Background: an optimization exercise with open tools, aiming at small area. Do not read the settings as production practice.
Only simulation tests tie the RTL to the original design; equivalence was not proved.
The clock port is modelled as an ideal driver; clocking choices that lean on that would not hold on a real chip.

## rev 12
// top_tx_srrc
module top_tx_srrc (
    output [13:0] o_data_i,
    output [13:0] o_data_q,
    input         i_prbs_enable,
    input         i_enable_srrc,
    input         i_soft_reset,
    input         clock
    );
Size: roughly 620 cells after synthesis, roughly 32 I/O pins, about 5500 um^2 of cells after synthesis.
clock: 12.0 ns
lec_check: 0
abc_area: 1
cap_margin: 20
core_margin: 2
core_utilization: 65
gpl_timing_driven: 0
slew_margin: 20
buffer_ports_args: -buffer_cell sky130_fd_sc_hd__buf_1
cts_args: -sink_clustering_enable -repair_clock_nets -dont_use_dummy_load -buf_list sky130_fd_sc_hd__clkbuf_4 -root_buf sky130_fd_sc_hd__clkbuf_4
post_cts_tcl: /design/flow/flow/post_cts.tcl
standard.sh (not shown) runs the stock make flow with config.mk's settings and CLKGATE_MAP_FILE= SYNTH_SCRIPT=/design/flow/synth_recipe.tcl, a recipe that flattens the netlist after the stock synthesis.
==> flow/flow/run.sh <==
#!/bin/bash
# Own flow: the standard synthesis, then the combinational logic re-mapped for
# area (registers untouched; full adders kept, their polarities chosen to save
# inverters), then the standard ORFS layout with small port
# buffers and a clock tree of small buffers.
set -euo pipefail
W=$(pwd)
F=$W/flow
R=$W/orfs/results/$FLOW_PLATFORM/top_tx_srrc/base
YOSYS=$FLOW_HOME/../tools/install/yosys/bin/yosys

sed "s#\$(FLOW_FLOW_DIR)#$F#" $F/extra.mk >> $W/config.mk

bash $W/standard.sh synth > $W/flow_synth.log 2>&1

cp $R/1_2_yosys.v $W/std_1_2_yosys.v
export REOPT_LIB=$FLOW_HOME/platforms/$FLOW_PLATFORM/lib/sky130_fd_sc_hd__tt_025C_1v80.lib
export REOPT_TOP=$FLOW_TOP
export REOPT_IN=$W/std_1_2_yosys.v
export REOPT_OUT=$R/1_2_yosys.v
export REOPT_STAT=$W/reopt_stat.txt
export REOPT_DONT_USE="$(sed -n 's/.*DONT_USE_CELLS *+\?= *//p; /^ \+sky130/p' $FLOW_HOME/platforms/$FLOW_PLATFORM/config.mk | tr -d '\\' | tr -s ' \n' ' ')"
export REOPT_POL=$F/fa_polarity.py
export REOPT_TMP=$W
export REOPT_SCRIPT='+&get,-n;&st;&dch,-f;&nf,-R,1000;&put'
$YOSYS -c $F/reopt.tcl > $W/flow_reopt.log 2>&1
rm -f $R/1_synth.odb $R/1_synth.sdc

bash $W/standard.sh > $W/flow_layout.log 2>&1
==> flow/flow/fa_polarity.py <==
#!/usr/bin/env python3
"""Choose the polarity of each full-adder cell so that fewer inverters sit
between full adders, flip-flops and ports.  FA(~a,~b,~c) = ~FA(a,b,c): a
flipped adder gets an inverter on each input and each output; the mapper then
cancels the inverter pairs.  Reads and writes a Yosys JSON netlist."""
import json, sys
from collections import defaultdict

FA = 'sky130_fd_sc_hd__fa_1'
src, dst, top = sys.argv[1], sys.argv[2], sys.argv[3]
d = json.load(open(src))
m = d['modules'][top]
cells = m['cells']

drv = {}
loads = defaultdict(list)
for pn, p in m['ports'].items():
    for b in p['bits']:
        if p['direction'] == 'input':
            drv[b] = ('PI', pn, None)
        else:
            loads[b].append(('PO', pn, None))
for cn, c in cells.items():
    for pin, bits in c['connections'].items():
        dirn = c.get('port_directions', {}).get(pin)
        for b in bits:
            if isinstance(b, str):
                continue
            if dirn == 'output':
                drv[b] = (c['type'], cn, pin)
            else:
                loads[b].append((c['type'], cn, pin))

def kind(t):
    if t == FA: return 'fa'
    if t == 'PI' or t == 'PO': return 'port'
    if 'dfxtp' in t: return 'ff'
    return None

# edges: (src_cell or None, dst_cell or None, parity) between boundary pins
edges = []
for cn, c in cells.items():
    if c['type'] != FA:
        continue
    for pin in ('A', 'B', 'CIN'):
        b = c['connections'][pin][0]
        par = 0
        while not isinstance(b, str) and b in drv and drv[b][0] == '$_NOT_':
            par ^= 1
            b = cells[drv[b][1]]['connections']['A'][0]
        if isinstance(b, str) or b not in drv:
            continue
        t, sc, sp = drv[b]
        k = kind(t)
        if k is None:
            continue
        edges.append((sc if k == 'fa' else None, cn, par))
# FA outputs to flip-flop inputs or ports through inverters only
for cn, c in cells.items():
    if c['type'] != FA:
        continue
    for pin in ('SUM', 'COUT'):
        stack = [(c['connections'][pin][0], 0)]
        while stack:
            b, par = stack.pop()
            for t, lc, lp in loads[b]:
                if t == '$_NOT_':
                    stack.append((cells[lc]['connections']['Y'][0], par ^ 1))
                elif kind(t) in ('ff', 'port'):
                    edges.append((cn, None, par))

fas = [cn for cn, c in cells.items() if c['type'] == FA]
p = {cn: 0 for cn in fas}
def cost():
    return sum((par ^ (p[s] if s else 0) ^ (p[t] if t else 0)) for s, t, par in edges)
inc = defaultdict(list)
for e in edges:
    if e[0]: inc[e[0]].append(e)
    if e[1]: inc[e[1]].append(e)
before = cost()
changed = True
while changed:
    changed = False
    for f in fas:
        def local():
            return sum((par ^ (p[s] if s else 0) ^ (p[t] if t else 0)) for s, t, par in inc[f])
        c0 = local(); p[f] ^= 1; c1 = local()
        if c1 < c0:
            changed = True
        else:
            p[f] ^= 1
after = cost()

nxt = max([b for c in cells.values() for bits in c['connections'].values() for b in bits if not isinstance(b, str)] +
          [b for pp in m['ports'].values() for b in pp['bits'] if not isinstance(b, str)]) + 1
n_not = 0
def new_not(a, y):
    global n_not
    n_not += 1
    cells['$fapol$not%d' % n_not] = {'hide_name': 1, 'type': '$_NOT_', 'parameters': {}, 'attributes': {},
        'port_directions': {'A': 'input', 'Y': 'output'}, 'connections': {'A': [a], 'Y': [y]}}
def root(b):
    par = 0
    while not isinstance(b, str) and b in drv and drv[b][0] == '$_NOT_':
        par ^= 1
        b = cells[drv[b][1]]['connections']['A'][0]
    return b, par
# roots of the FA inputs, taken before any rewiring
fa_in = {}
for f in fas:
    fa_in[f] = {pin: root(cells[f]['connections'][pin][0]) for pin in ('A', 'B', 'CIN')}
# flipped adders drive new nets; the old output nets keep their value through one inverter
phys = {}   # old output bit -> (new physical bit, parity of physical relative to old)
for f in fas:
    if not p[f]:
        continue
    con = cells[f]['connections']
    for pin in ('SUM', 'COUT'):
        b = con[pin][0]; nb = nxt; nxt += 1
        con[pin] = [nb]; new_not(nb, b)
        phys[b] = (nb, 1)
inv_cache = {}
def inverted(b):
    if b not in inv_cache:
        global nxt
        nb = nxt; nxt += 1
        new_not(b, nb); inv_cache[b] = nb
    return inv_cache[b]
for f in fas:
    con = cells[f]['connections']
    for pin in ('A', 'B', 'CIN'):
        rb, par = fa_in[f][pin]
        need = par ^ p[f]
        if not isinstance(rb, str) and rb in phys:
            rb, pp = phys[rb]
            need ^= pp
        con[pin] = [inverted(rb) if need else rb]
json.dump(d, open(dst, 'w'))
print('fa_polarity: %d adders, %d flipped, boundary inverters %d -> %d' % (len(fas), sum(p.values()), before, after))
Other scripts of this flow, unchanged in this note and not shown: flow/flow/extra.mk, flow/flow/post_cts.tcl, flow/flow/reopt.tcl
Rev 12 has completed all stages; timing, DRC and antenna checks passed.
> inputs changed (rev 12 -> rev 13)
diff --git a/flow/flow/fa_polarity.py b/flow/flow/fa_polarity.py
--- a/flow/flow/fa_polarity.py
+++ b/flow/flow/fa_polarity.py
@@ -127,13 +127,24 @@
         new_not(b, nb); inv_cache[b] = nb
     return inv_cache[b]
+n_swap = 0
 for f in fas:
     con = cells[f]['connections']
+    newcon = {}
+    carry_pin = None
     for pin in ('A', 'B', 'CIN'):
         rb, par = fa_in[f][pin]
+        if not isinstance(rb, str) and rb in drv and drv[rb][0] == FA and drv[rb][2] == 'COUT':
+            carry_pin = pin
         need = par ^ p[f]
         if not isinstance(rb, str) and rb in phys:
             rb, pp = phys[rb]
             need ^= pp
-        con[pin] = [inverted(rb) if need else rb]
+        newcon[pin] = [inverted(rb) if need else rb]
+    # the three inputs are interchangeable: the carry goes to CIN, the fastest input
+    if carry_pin is not None and carry_pin != 'CIN':
+        newcon[carry_pin], newcon['CIN'] = newcon['CIN'], newcon[carry_pin]
+        n_swap += 1
+    for pin in ('A', 'B', 'CIN'):
+        con[pin] = newcon[pin]
 json.dump(d, open(dst, 'w'))
-print('fa_polarity: %d adders, %d flipped, boundary inverters %d -> %d' % (len(fas), sum(p.values()), before, after))
+print('fa_polarity: %d adders, %d flipped, boundary inverters %d -> %d, %d carries moved to CIN' % (len(fas), sum(p.values()), before, after, n_swap))
==> notes.md <==
Rev 13: done, clean on timing, DRC and antenna
Time the worst path needs with I/O delays and setup delta (rev 13 − rev 12): favourable
Summary: with rev 12 as the reference, wire length of the first global-routing pass in rev 13 moved down slightly.
In rev 13 the depth of the critical timing path with buffers and inverters included turned out 1 higher than in rev 12.
Sort rev 13 and rev 12 by met3 wire length, descending, and rev 12 comes first.
Taking rev 12 as 1.0, rev 13 lands at 0.934 on detailed-routing wirelength on met1.
Diff rev 12 -> rev 13: area growth from synthesis to layout -3.4 points; final period utilization -1.3 points.

re-timing with driven ports:
How much do the figures lean on ideal ports? The routed layouts below were timed once more, with nothing changed but the port constraints.
Step 1: set_driving_cell puts a clkbuf_16 on clock and a buf_2 on each other input, an assumption about the parent block.
Step 2 times the ports against the registers' clock, not the clock port: input delays grow and output delays shrink by t, the midpoint of the rising clock arrivals with the driver on.
Three values: ideal, step 1, step 2; two values: the first two.
run	shift t [ns]	setup slack, ns	worst setup path after step 2
rev 12	0.366	0.326 / 0.326 / 0.326	register to register
rev 13	0.363	0.482 / 0.482 / 0.482	register to register
After both steps every run listed still meets setup and hold.
